From an optimization exercise on the open Yosys and OpenROAD flow, aimed at small area; shortcuts taken in it are not production practice. The RTL was checked by simulation tests, not by an equivalence proof against the original design. Power and IR drop assume default switching activity.

==> design.v <==
module FullAdd(input logic a, b, c, output logic s, co);
    assign s = a ^ b ^ c;
    assign co = (a & b) | (a & c) | (b & c);
endmodule
module ALU(input logic [7:0] a, b, output logic [7:0] sum);   
    logic [6:0] c;
    assign sum[0] = ~(a[0] ^ b[0]);
    assign c[0] = a[0] | b[0];
    for (genvar i = 1; i < 7; i++) begin : stage
        FullAdd fa(a[i], b[i], c[i-1], sum[i], c[i]);
    end
    assign sum[7] = a[7] ^ b[7] ^ c[6];
endmodule
module SelPair(input logic d0, s0, d1, s1, output logic y);
    assign y = ~((d0 | s0) & (d1 | s1));
endmodule
module Or8(input logic [7:0] a, output logic y);
    assign y = |a;
endmodule
module Sel16(input logic [15:0] d, input logic [15:0] sn, output logic yn);
    logic [7:0] p;
    for (genvar i = 0; i < 8; i++) begin : pair
        SelPair sp(d[2*i], sn[2*i], d[2*i+1], sn[2*i+1], p[i]);
    end
    Or8 n(p, yn);
endmodule
module Predecode4(input logic [1:0] a, output logic [3:0] y);
    assign y = {a[1] & a[0], a[1] & ~a[0], ~a[1] & a[0], ~a[1] & ~a[0]};
endmodule
module Nand2(input logic a, b, output logic y);
    assign y = ~(a & b);
endmodule
module Decode16(input logic [3:0] a, output logic [15:0] sn);
    logic [3:0] lo, hi;
    Predecode4 pl(a[1:0], lo);
    Predecode4 ph(a[3:2], hi);
    for (genvar w = 0; w < 16; w++) begin : word
        Nand2 n(hi[w / 4], lo[w % 4], sn[w]);
    end
endmodule
module Nor2(input logic a, b, output logic y);
    assign y = ~(a | b);
endmodule
module WriteDecode(
    input logic [3:0] wa,
    input logic weR, weM, clr,
    output logic [15:0] deR, deM);
    logic [3:0] hiN, loRN, loMN;
    always_comb
        for (int i = 0; i < 4; i++) begin
            hiN[i]  = ~clr & (wa[3:2] != i);
            loRN[i] = ~clr & ~(weR & (wa[1:0] == i));
            loMN[i] = ~clr & ~(weM & (wa[1:0] == i));
        end
    for (genvar w = 0; w < 16; w++) begin : word
        Nor2 nr(hiN[w / 4], loRN[w % 4], deR[w]);
        Nor2 nm(hiN[w / 4], loMN[w % 4], deM[w]);
    end
endmodule
module RegisterFile(
    input logic clk,
    input logic [15:0] de,
    input logic [7:0] d,
    output logic [127:0] q);
    logic [7:0] m [15:0];
    always_ff @(posedge clk)
        for (int w = 0; w < 16; w++)
            if (de[w])
                m[w] <= d;
    always_comb
        for (int w = 0; w < 16; w++)
            q[8*w +: 8] = m[w];
endmodule
module ReadPort(input logic [127:0] q, input logic [15:0] sn, output logic [7:0] yn);
    for (genvar b = 0; b < 8; b++) begin : bit_
        logic [15:0] col;
        for (genvar w = 0; w < 16; w++) begin : word
            assign col[w] = q[8*w + b];
        end
        Sel16 sel(col, sn, yn[b]);
    end
endmodule
module Debouncer #(parameter DEBOUNCE_CYCLES = 250)
(input logic clk, input logic rst, input logic button, output logic pulse);
localparam logic [7:0] INV = 8'hAA;
localparam logic [7:0] SEED = 8'b00010001;
logic [7:0] u, t, tn;
logic z7, start, fb;
assign t = u ^ INV;
assign z7 = (t[6:0] == 7'd0);                    
assign start = z7 & ~t[7] & button;              
assign fb = (t[7] ^ t[5] ^ t[4] ^ t[3]) & ~z7;
assign tn = rst ? 8'd0 : {t[6:4], t[3] | start, t[2:0], fb | start};
assign pulse = (t == SEED);
always_ff @(posedge clk)
    u <= tn ^ INV;
endmodule
module SevenSegmentDisplay(
    input logic clk,
    input logic rst,
    input logic [3:0] addr,
    input logic [7:0] dataN,       
    output logic [6:0] seg,
    output logic [3:0] an);
    logic [1:0] digit;
    logic [7:0] pre;
    logic z7;
    assign z7 = (pre[6:0] == 7'd0);
    always_ff @(posedge clk)
        if (rst) begin
            pre <= 8'd0;
            digit <= 2'd0;
        end else begin
            pre <= {pre[6:0], pre[7] ^ pre[5] ^ pre[4] ^ pre[3] ^ z7};
            if (z7 & pre[7])
                digit <= digit + 2'd1;
        end
    logic [3:0] nib;
    always_comb begin
        case (digit)
            2'b00: begin nib = ~dataN[3:0]; an = 4'b1110; end
            2'b01: begin nib = ~dataN[7:4]; an = 4'b1101; end
            2'b10: begin nib = 4'd0;      an = 4'b1011; end
            default: begin nib = addr;    an = 4'b0111; end
        endcase
        if (digit == 2'b10)
            seg = 7'b0111111;
        else
            case (nib)
                4'd0 : seg = 7'b1000000;
                4'd1 : seg = 7'b1111001;
                4'd2 : seg = 7'b0100100;
                4'd3 : seg = 7'b0110000;
                4'd4 : seg = 7'b0011001;
                4'd5 : seg = 7'b0010010;
                4'd6 : seg = 7'b0000010;
                4'd7 : seg = 7'b1111000;
                4'd8 : seg = 7'b0000000;
                4'd9 : seg = 7'b0010000;
                4'd10: seg = 7'b0001000;
                4'd11: seg = 7'b0000011;
                4'd12: seg = 7'b1000110;
                4'd13: seg = 7'b0100001;
                4'd14: seg = 7'b0000110;
                default: seg = 7'b0001110;
            endcase
    end
endmodule
module InstructionMemory(
    input logic [4:0] readAddress,
    input logic fromRom,
    input logic [15:0] swIns,
    output logic [15:0] fetched, readData2);
    function automatic logic [15:0] rom0(input logic [4:0] a);
        case (a)
            5'd0: rom0 = 16'h2000;
            5'd1: rom0 = 16'h2011;
            5'd2: rom0 = 16'h3200;
            5'd3: rom0 = 16'h3300;
            5'd4: rom0 = 16'h3401;
            5'd5: rom0 = 16'ha921;
            5'd6: rom0 = 16'h4330;
            5'd7: rom0 = 16'h4224;
            5'd8: rom0 = 16'ha500;
            5'd9: rom0 = 16'h0033;
            5'd10: rom0 = 16'h0022;
            5'd11: rom0 = 16'h0033;
            5'd12: rom0 = 16'h4501;
            5'd13: rom0 = 16'h4612;
            5'd14: rom0 = 16'h4723;
            5'd15: rom0 = 16'h4834;
            5'd16: rom0 = 16'h4801;
            5'd17: rom0 = 16'h4923;
            5'd18: rom0 = 16'h4a45;
            5'd19: rom0 = 16'h4b67;
            5'd20: rom0 = 16'h4c89;
            5'd21: rom0 = 16'h4dab;
            5'd22: rom0 = 16'ha000;
            5'd23: rom0 = 16'ha000;
            5'd24: rom0 = 16'ha000;
            5'd25: rom0 = 16'ha000;
            5'd26: rom0 = 16'ha68d;
            5'd27: rom0 = 16'ha29b;
            5'd28: rom0 = 16'h6000;
            5'd29: rom0 = 16'h8000;
            5'd30: rom0 = 16'ha000;
            5'd31: rom0 = 16'he000;
        endcase
    endfunction
    function automatic logic [15:0] rom1(input logic [4:0] a);
        case (a)
            5'd0: rom1 = 16'h2011;
            5'd1: rom1 = 16'h3200;
            5'd2: rom1 = 16'h3300;
            5'd3: rom1 = 16'h3401;
            5'd4: rom1 = 16'ha921;
            5'd5: rom1 = 16'h4330;
            5'd6: rom1 = 16'h4224;
            5'd7: rom1 = 16'ha500;
            5'd8: rom1 = 16'h0033;
            5'd9: rom1 = 16'h0022;
            5'd10: rom1 = 16'h0033;
            5'd11: rom1 = 16'h4501;
            5'd12: rom1 = 16'h4612;
            5'd13: rom1 = 16'h4723;
            5'd14: rom1 = 16'h4834;
            5'd15: rom1 = 16'h4801;
            5'd16: rom1 = 16'h4923;
            5'd17: rom1 = 16'h4a45;
            5'd18: rom1 = 16'h4b67;
            5'd19: rom1 = 16'h4c89;
            5'd20: rom1 = 16'h4dab;
            5'd21: rom1 = 16'ha000;
            5'd22: rom1 = 16'ha000;
            5'd23: rom1 = 16'ha000;
            5'd24: rom1 = 16'ha000;
            5'd25: rom1 = 16'ha68d;
            5'd26: rom1 = 16'ha29b;
            5'd27: rom1 = 16'h6000;
            5'd28: rom1 = 16'h8000;
            5'd29: rom1 = 16'ha000;
            5'd30: rom1 = 16'he000;
            5'd31: rom1 = 16'h2000;
        endcase
    endfunction
    assign fetched = fromRom ? rom0(readAddress) : swIns;
    assign readData2 = rom1(readAddress);
endmodule
module TopDesign
    (
    input logic clk,
    input logic rst,
    input logic [15:0] swIns,
    input logic [4:0] debouncer,
    output logic [15:0] insLed,
    output logic [6:0] seg,
    output logic dp,
    output logic [3:0] an
    );
    logic up, centre, left, right, down;
    Debouncer upButton    (clk, rst, debouncer[1], up);
    Debouncer centerButton(clk, rst, debouncer[0], centre);
    Debouncer rightButton (clk, rst, debouncer[3], right);
    Debouncer leftButton  (clk, rst, debouncer[2], left);
    Debouncer downButton  (clk, rst, debouncer[4], down);
    logic [4:0] pc;
    logic [3:0] memoryAddress;
    logic [15:0] ir;        
    logic irValid;          
    logic [2:0] op;
    logic clr, run, isStore, isLoad, isAdd, isBranch, stop;
    assign op = ir[15:13];
    assign clr = rst | up;
    assign run = irValid;
    assign isStore  = run & (op == 3'b000);
    assign isLoad   = run & (op == 3'b001);
    assign isAdd    = run & (op == 3'b010);
    assign isBranch = run & (op == 3'b101);
    assign stop     = run & (op == 3'b111);
    logic [7:0] regAN, regBN, memPN, memDN, regA, regB, memP, memD;
    assign regA = ~regAN;
    assign regB = ~regBN;
    assign memP = ~memPN;
    assign memD = ~memDN;
    logic [3:0] wAddr;
    logic [7:0] sum, sumN;
    ALU alu(regAN, regBN, sumN);
    assign sum = ~sumN;
    logic [7:0] wData;
    assign wAddr = (ir[12] | op[1]) ? ir[11:8] : ir[7:4];
    always_comb
        if (op[1])
            wData = sum;
        else if (ir[12])
            wData = ir[7:0];
        else if (op[0])
            wData = memP;
        else
            wData = regA;
    logic [127:0] regQ, memQ;
    logic [15:0] selA, selB, selD;
    logic [15:0] deR, deM;
    logic [7:0] dIn;
    assign dIn = wData & {8{~clr}};
    WriteDecode writeDecode(wAddr, isLoad | isAdd, isStore, clr, deR, deM);
    RegisterFile registerFile(clk, deR, dIn, regQ);
    RegisterFile memory(clk, deM, dIn, memQ);
    Decode16 decodeA(ir[3:0], selA);
    Decode16 decodeB(ir[7:4], selB);
    Decode16 decodeD(memoryAddress, selD);
    ReadPort readA(regQ, selA, regAN);
    ReadPort readB(regQ, selB, regBN);
    ReadPort readP(memQ, selA, memPN);
    ReadPort readD(memQ, selD, memDN);
    logic load;
    logic [4:0] pcNext;
    logic [15:0] romWord;
    assign load = (down | centre) & ~left & ~right;
    always_comb
        for (int i = 0; i < 5; i++)
            pcNext[i] = pc[i] ^ (&(pc | ~(5'h1f >> (5 - i))));
    logic [3:0] addrStep, flip;
    assign flip = memoryAddress ^ {4{left}};
    always_comb
        for (int i = 0; i < 4; i++)
            addrStep[i] = memoryAddress[i] ^ (&(flip | ~(4'hf >> (4 - i))));
    InstructionMemory instructions(pc, down, swIns, romWord, insLed);
    always_ff @(posedge clk) begin
        if (rst) begin
            pc <= 5'd0;
            memoryAddress <= 4'd0;
            irValid <= 1'b0;
        end else if (up) begin
            pc <= 5'd0;
        end else if (!stop) begin
            irValid <= load;
            if (left || right)
                memoryAddress <= addrStep;
            else if (down)
                pc <= pcNext;
            else if (!centre && isBranch && (regA[0] == regB[0]))
                pc <= ir[12:8];
        end
        if (!clr && !stop && load)
            ir <= romWord;
    end
    SevenSegmentDisplay display(clk, rst, memoryAddress, memDN, seg, an);
    assign dp = 1'b1;
endmodule
==> flow/run.sh <==
#!/bin/bash
# Layout flow: the standard flow (standard.sh) with these changes.
#  Synthesis: ORFS's synth.tcl with two edits, made here with sed:
#   - Yosys's extract_fa (half/full adder extraction) only runs on the
#     FullAdd module, so the rest of the logic is left to ABC;
#   - ABC uses flow/abc_area.script (area-oriented mapping) instead of
#     ORFS's speed script.
#   Everything else (synth_recipe.tcl's -nofsm -noshare, flatten and renames,
#   the register mapping) is unchanged, so the registers are the standard
#   synthesis's.
#  Placement: port buffers use the smallest buffer cell, buf_1.
#  CTS: clkbuf_4 clock buffers, leaf clusters of up to 10 sinks within
#   35 um, no dummy loads.
set -euo pipefail
W=$PWD
sed -e 's|^  extract_fa {\*}\[dont_use_extract_fa_args\]$|  extract_fa {*}[dont_use_extract_fa_args] FullAdd|' \
    -e 's|^  log_cmd abc {\*}\$abc_args$|  lset abc_args 1 '"$W"'/flow/abc_area.script\n  log_cmd abc {*}$abc_args|' \
    "$FLOW_HOME/scripts/synth.tcl" > own_synth.tcl
grep -q 'extract_fa {\*}\[dont_use_extract_fa_args\] FullAdd' own_synth.tcl
grep -q 'flow/abc_area.script' own_synth.tcl
sed -e "s|^source \$::env(SCRIPTS_DIR)/synth.tcl$|source $W/own_synth.tcl|" synth_recipe.tcl > own_synth_recipe.tcl
grep -q own_synth.tcl own_synth_recipe.tcl
sed -e "s|SYNTH_SCRIPT=[^ ]*|SYNTH_SCRIPT=$W/own_synth_recipe.tcl|" standard.sh > own_standard.sh
grep -q own_synth_recipe.tcl own_standard.sh
bash own_standard.sh \
  "BUFFER_PORTS_ARGS=-buffer_cell sky130_fd_sc_hd__buf_1" \
  "CTS_ARGS=-sink_clustering_enable -repair_clock_nets -dont_use_dummy_load -sink_clustering_size 10 -sink_clustering_max_diameter 100 -buf_list sky130_fd_sc_hd__clkbuf_4" \
  finish > standard.log 2>&1
==> flow/abc_area.script <==
&get -n
&st
&dch
&nf -R 1000
&st
&syn2
&dch
&nf -R 1000
&put
topo
stime -c
dnsize -c
==> standard.sh <==
#!/bin/bash
# synth_recipe.tcl (not shown) runs the flow's synth.tcl, then flattens the netlist and writes it again
# the make line also repeats each setting of config.mk as NAME=value (left out here)
make -C /OpenROAD-flow-scripts/flow DESIGN_CONFIG=/design/flow/config.mk WORK_HOME=/design/flow/orfs CLKGATE_MAP_FILE= SYNTH_SCRIPT=/design/flow/synth_recipe.tcl "${@:-finish}"
==> config.mk <==
export PLATFORM = sky130hd
export DESIGN_NAME = TopDesign
export DESIGN_NICKNAME = TopDesign
export VERILOG_FILES = /design/flow/design.v
export SDC_FILE = /design/flow/constraint.sdc
export NUM_CORES = 4
export LEC_CHECK = 0
export CAP_MARGIN = 20
export CORE_MARGIN = 2
export CORE_UTILIZATION = 65
export SLEW_MARGIN = 20
export SYNTH_HIERARCHICAL = 1
==> constraint.sdc <==
create_clock -name core_clock -period 10.0 [get_ports {clk}]
set_input_delay 2.0000 -clock core_clock [delete_from_list [all_inputs] [get_ports {clk}]]
set_output_delay 2.0000 -clock core_clock [all_outputs]
set_load 0.01 [all_outputs]
==> summary.txt <==
## worst max path at each step
stage | endpoint | startpoint | depth (start not counted) | slack, ns
finish | registerFile.m[8][7]$_DFFE_PP_ | ir[2]$_DFFE_PP_ | 17 | 3.75
global route | registerFile.m[9][7]$_DFFE_PP_ | ir[2]$_DFFE_PP_ | 17 | 3.36
CTS | registerFile.m[10][7]$_DFFE_PP_ | ir[2]$_DFFE_PP_ | 17 | 3.53
detailed placement | registerFile.m[2][7]$_DFFE_PP_ | ir[2]$_DFFE_PP_ | 17 | 3.63
global placement | memory.m[8][7]$_DFFE_PP_ | ir[2]$_DFFE_PP_ | 17 | 3.87
floorplan | memory.m[0][7]$_DFFE_PP_ | ir[2]$_DFFE_PP_ | 17 | 4.25
## critical path: cells and delay by family (launching register included)
| kind | cells | cell delay, ns |
|---|---|---|
| and+or+nand+nor | 5 | 1.64 |
| adders and majority gates | 6 | 2.37 |
| xor gates and xnor gates | 2 | 0.28 |
| DFF | 1 | 0.47 |
| AOI/OAI and AO/OA | 4 | 1.11 |
## metal layers
metal	wire, um	global-route usage (%)	vias up	part of all wire (%)
met4	2330	15.5	0	5.4
met5	0	0	-	0
met2	20000	58.4	1028	46
met3	5270	6.61	217	12
met1	15500	48.5	5589	36
li1	-	-	5108	-
## area by class of cell
cell class,count,area share [%]
Multi-Input combinational cell,868,33.0
Clock buffer,39,1.90
Antenna cell,2,0.0325
Inverter,12,0.292
Timing Repair Buffer,59,1.69
Sequential cell,332,60.8
Tap cell,280,2.27
## placed cells by master, fill, tap and decap left out, drive strengths merged, types with 4 or more instances in the layout
cell and count:
nor2 98, a31oi 11, a21oi 61, fa 6, a211oi 6, nor2b 26
buf 58, or2 5, o221ai 4, mux2 12, nand3 17, clkinv 12
dfxtp 60, and2 9, nor3 9, edfxtp 272, and3 4, nand2 130
o22ai 264, xnor2 17, nor4 65, xor2 13, clkbuf 40, nand2b 27
nand4 7, o21ai 29, and4 11
## where the power goes
part           internal, mW  leakage, nW  switching (mW)
Clock                 0.180        0.179           0.392
Sequential             1.66         3.13          0.0907
Combinational         0.102         1.77           0.235
Total                  1.94         5.08           0.718
## metrics by stage
step                setup WS, ns  total power, mW  utilization, %
floorplan                   4.25             1.94               -
global placement            3.87             2.09            69.2
detailed placement          3.63             2.10            69.2
CTS                         3.53             2.65            70.5
global route                3.36             2.75            70.6
finish                      3.75             2.66            70.6
## logic make-up after synthesis
kind of cell | after synthesis
xor+xnor | 30
compound gates | 403
buf+inv | 14
simple gates | 415
flops | 332
other cells | 1
fa+ha+maj | 6
mux | 13
## sequential cells by signal, indices dropped and copies added (netlist names)
signal / flops
display.digit: 2
pc: 5
registerFile.m: 128
irValid: 1
leftButton.u: 8
ir: 16
downButton.u: 8
memoryAddress: 4
centerButton.u: 8
upButton.u: 8
display.pre: 8
rightButton.u: 8
memory.m: 128
## Yosys stat by module, one instance, submodules excluded, excerpt
| module | cells inside | cell area [sq um] | flip-flops and latches |
|---|---|---|---|
| RegisterFile | 128 | 3840 | 128 |
| TopDesign | 125 | 1290 | 26 |
| InstructionMemory | 144 | 788 | 0 |
| SevenSegmentDisplay | 75 | 574 | 10 |
| Debouncer | 26 | 268 | 8 |
| WriteDecode | 17 | 83.8 | 0 |
| ALU | 5 | 31.3 | 0 |
| Predecode4 | 4 | 22.5 | 0 |
| FullAdd | 1 | 20.0 | 0 |
| Or8 | 3 | 16.3 | 0 |
| SelPair | 1 | 6.26 | 0 |
| Nand2 | 1 | 3.75 | 0 |
| Nor2 | 1 | 3.75 | 0 |
==> summary.txt <==
Status: complete, no violations
Achievable Freq: 160 MHz
# H-tree levels: 2
Total track usage: 36.1%
Flop-to-flop setup slack: 3.75 ns
DPL Wire Length: 30.3 mm
Reg2Reg Capture Point: registerFile.m[8][7]$_DFFE_PP_
Final setup TNS: 0 ns
# setup viols final: 0
Leak: 5.08 nW
Total gr overflow: 0
Pre-antenna DRT Iters: 8
Hold Violations, Final: 0
First-pass GRT wire length: 64.6 mm
Die Height: 153 um
Wire length per cell: 27.1 um
Die W: 153 um
PortBufs: 49
CP peak stage delay: 0.63 ns
Max_cap viols: 0
Worst Skew: 0.0686 ns
DP Cell Count: 1551
Peak VDD IR: 146 uV
Placed Area: 15100 sq um
Starting Density: 66.3%
Layout cells sized above 1: 4.66%
Hold slack: 0.327 ns
Vias in the first global route: 11300
Postcts setup bufs: 0
Pwr dens: 172 nW/um^2
Synth warn: 13
DR vias/cell: 7.50
Crit share post-route: 62.5%
Syn_area_per_cell: 11.9 sq um
Fin. max-slew vios: 0
Hold Path Class: flop to flop
Synth cell types: 50
Area contributors post-synth: edfxtp_1, o22ai_1, dfxtp_1
CTS tree: yes
Nets: 1341
Root buf cell: clkbuf_4
Post-synth top cells: edfxtp_1, o22ai_1, nand2_1
Worst-path maximum fanout: 32
Post-CTS Resized: 0
Slowest stage cell, crit path: a21oi_4
Mux cell area share after synthesis: 1.00%
Top-count cell post-synth: edfxtp_1
CTS sink count: 332
Min Tclk post-route: 6.25 ns
Io pins: 51
CTS max path bufs: 3
R2R cell count: 17
Initial drt markers: 2183
Remaining antenna violation count after routing: 0
Core area: 21800 sq um
Ys async rst share: 0%
Post-synth EDFFs: 272
Synth Area in Simple Gates: 14.0%
Least-Margin Pin Slew: 1.08 ns
Post-Synthesis Cells: 1214
DIE AREA: 23500 sq um
Syn nets: 1243
Hold Path Stages: 1
DRC violation count after routing: 0
Compound-cell area share of the yosys netlist: 17.2%
Synth Area in XOR/XNOR: 1.82%
Slew HR: 28.0%
Worst setup path class: flop to flop
Startpoint types: flop
CP dominant cell by count: fa_1
FF-to-FF Start: ir[2]$_DFFE_PP_
Via count: 11900
Post-Syn Area: 14500 sq um
Clock latency (worst-skew pair): 0.66 ns
Cells along the critical path: and2_0 > nand2_1 > o22ai_1 > nor4_1 > nand2_1 > or2_0 > fa_1 > fa_1 > fa_1 > fa_1 > fa_1 > fa_1 > xnor2_1 > xnor2_1 > a21oi_1 > o21ai_0 > a21oi_4
Design area: 15400 sq um
DRT Wirelength: 43.2 mm
Adder-Cell Fraction of Synth Area: 0.830%
FILL cells: 1556
Largest net degree at the start of global routing: 57
Hold Path End: leftButton.u[2]$_SDFF_PP0_
Share of the synthesized area in the top cell type: 56.4%
Setup repair after global routing missed its margin: no
Final cell count without fillers: 1592
CTS Hold Buffers Added: 0
Register area: 9370 sq um
Largest family of logic cells by synthesized area: compound AO/OA/AOI/OAI gates
Layout overhead on the synthesized area: 6.49%
Rows: 54
Multi-input gate area: 5090 sq um
Synth Flop Type: edfxtp_1
CTS Buf Count: 39
Seq/Total Area, Yosys: 64.7%
Antenna violations before repair: 2
Yosys reg bits: 332
Routability congestion estimate: 1.04
CTS clk-pin slew, worst paths: 0.10 ns
Origin of the worst min-delay path: leftButton.u[1]$_DFF_P_
Critical Path RT: 10.30 ns
CP Capture Type: flop
CP arrival: 6.55 ns
Yosys top cell by area: edfxtp_1

afterwards: timing with drivers on the ports:
Ports are ideal in the flow. The routed layout listed here was re-timed in OpenROAD. Step 1 sets driving cells, clkbuf_16 on the clock port and buf_2 on the other inputs (assumed; they add their load-dependent delay and slew). Step 2 adds t to the input delays and takes it off the output delays; t is the mean of the earliest and latest rising clock arrival at the registers after step 1. Input paths then give back, and output paths get back, about the clock's delay inside the block. Three values: ideal ports, drivers, drivers and shift; two values: the first two.
t (ns): 0.671
setup WS [ns]: 3.752 / 3.752 / 3.752
hold slack, ns: 0.327 / 0.327 / 0.327
worst register clock-pin slew, ns: 0.12 / 0.12
After both steps setup and hold are still met in this run. The setup slack of this run moves by 0.000 ns with the drivers and by 0.000 ns with both steps.
